Context: an optimization exercise on an open-source flow, tuned for small area, a short achievable clock period and few clock cycles. The choices shown serve that exercise and are no tape-out recipe.
Only simulation tests tie the RTL to the original design; equivalence was not proved.

## fundamental_milestone
module fundamental_milestone (
		input logic Clock_50,
		input logic Resetn,
		input logic m1_enable,
		input logic [15:0] SRAM_read_data,
		output logic [15:0] SRAM_write_data,
		output logic SRAM_we_n,
		output logic [17:0] SRAM_address,
		output logic m1_disable
		);
Size: ~55 I/O pins, about 25000 um2 of cells after synthesis.
export LEC_CHECK = 0
export CAP_MARGIN = 20
export CORE_MARGIN = 2
export CORE_UTILIZATION = 40
export PLACE_DENSITY = 0.6
export SLEW_MARGIN = 20
export SYNTH_HIERARCHICAL = 1
export SYNTH_MINIMUM_KEEP_SIZE = 0
create_clock -name core_clock -period 16.0 [get_ports {Clock_50}]
run.sh (not shown) runs the stock make flow with config.mk's settings and CLKGATE_MAP_FILE= SYNTH_SCRIPT=/design/flow/synth_recipe.tcl, a recipe that flattens the netlist after the stock synthesis.
Testbench counts at the start, summed over its fixed seeds: cycles 1,536,200.
Next try:
==> flow/flow/run.sh (new file) <==
#!/bin/bash
set -euo pipefail
cat >> config.mk <<'EOC'
export SETUP_SLACK_MARGIN = 11.3
EOC
bash standard.sh > standard.log 2>&1
==> flow/standard.sh (new file) <==
#!/bin/bash
# synth_recipe.tcl (not shown) runs the flow's synth.tcl, then flattens the netlist and writes it again
# the make line also repeats each setting of config.mk as NAME=value (left out here)
make -C /OpenROAD-flow-scripts/flow DESIGN_CONFIG=/design/flow/config.mk WORK_HOME=/design/flow/orfs CLKGATE_MAP_FILE= SYNTH_SCRIPT=/design/flow/synth_recipe.tcl "${@:-finish}"
- SETUP_SLACK_MARGIN: default -> 11.3
removed: flow/run.sh
After rerunning: The new run finished clean; hold slack is about the same; design area went up by 0.39%; area after synthesis does not change; setup slack improves by 0.36 ns; count of clock-buffer cells in the layout is unchanged.

* * *

## main
Another version of the RTL of fundamental_milestone (not shown whole).
Size: ~1,900 cells after synthesis, ~360 flip-flops.
==> flow/config.mk <==
export PLATFORM = sky130hd
export DESIGN_NAME = fundamental_milestone
export DESIGN_NICKNAME = fundamental_milestone
export VERILOG_FILES = /design/flow/design.v
export SDC_FILE = /design/flow/constraint.sdc
export NUM_CORES = 4
export LEC_CHECK = 0
export CAP_MARGIN = 20
export CORE_MARGIN = 2
export CORE_UTILIZATION = 40
export CTS_BUF_LIST = sky130_fd_sc_hd__clkbuf_8 sky130_fd_sc_hd__clkbuf_16
export CTS_CLUSTER_DIAMETER = 70
export CTS_CLUSTER_SIZE = 36
export PLACE_DENSITY = 0.6
export SLEW_MARGIN = 20
export SYNTH_HIERARCHICAL = 1
export SYNTH_MINIMUM_KEEP_SIZE = 0
export SETUP_SLACK_MARGIN = 11.8
==> flow/constraint.sdc <==
create_clock -name core_clock -period 16.0 [get_ports {Clock_50}]
set_input_delay 3.2000 -clock core_clock [delete_from_list [all_inputs] [get_ports {Clock_50}]]
set_output_delay 3.2000 -clock core_clock [all_outputs]
set_load 0.01 [all_outputs]
standard.sh (not shown) runs the stock make flow with config.mk's settings and CLKGATE_MAP_FILE= SYNTH_SCRIPT=/design/flow/synth_recipe.tcl, a recipe that flattens the netlist after the stock synthesis.
==> flow/flow/run.sh <==
#!/bin/bash
set -euo pipefail
cat >> config.mk <<'EOC'
export SETUP_SLACK_MARGIN = 11.8
EOC
bash standard.sh > standard.log 2>&1
main ran to completion and came out clean on the timing, design-rule and antenna checks.
Testbench counts of main, summed over its fixed seeds: cycles 1,536,200.
For the feature branch, these inputs were changed with respect to main:
- a change of PLACE_DENSITY from 0.6 to 0.5
- a deleted CTS_BUF_LIST that had been sky130_fd_sc_hd__clkbuf_8 sky130_fd_sc_hd__clkbuf_16
Notes after the runs:
The feature branch: full flow OK, the timing, design-rule and antenna checks passed. Diff main..the feature branch | synthesized instance count | unchanged. The met1 usage number comes out higher for the feature branch vs main. Diff the feature branch..main | average cell area after synthesis | unchanged. The feature branch against main: number of buffers inserted to repair setup after CTS up 8.3%; worst hold slack moved up; utilization rose 0.19 points.

separate check: timing with driven ports:
The flow's constraints put no driver on any port. The routed layouts listed below were extracted and timed again, unchanged, in two steps. Step 1, drivers: a clkbuf_16 drives Clock_50 and a buf_2 each remaining input, both assumed. Step 2 adds t to the input delays and takes it off the output delays; t is the mean of the earliest and latest rising clock arrival at the registers after step 1. Input paths then give back, and output paths get back, about the clock's delay inside the block. Three values: ideal ports, drivers, drivers and shift; two values: the first two.
| run | t (ns) | setup slack, ns | worst register clock-pin slew, ns | worst slew at a driven data input, ns |
|---|---|---|---|---|
| the first run of note 1 | 0.636 | 11.030 / 11.030 / 11.030 | 0.07 / 0.07 | 0.04 |
| the second run of note 1 | 0.636 | 11.390 / 11.331 / 11.388 | 0.07 / 0.07 | 0.04 |
| main | 0.643 | 11.728 / 11.667 / 11.737 | 0.09 / 0.09 | 0.04 |
| the feature branch | 0.647 | 11.683 / 11.623 / 11.815 | 0.09 / 0.09 | 0.04 |
After both steps every run listed still meets setup and hold. For the second run of note 1, which loses most, drivers alone change the setup slack by -0.059 ns; drivers and shift together by -0.002 ns.
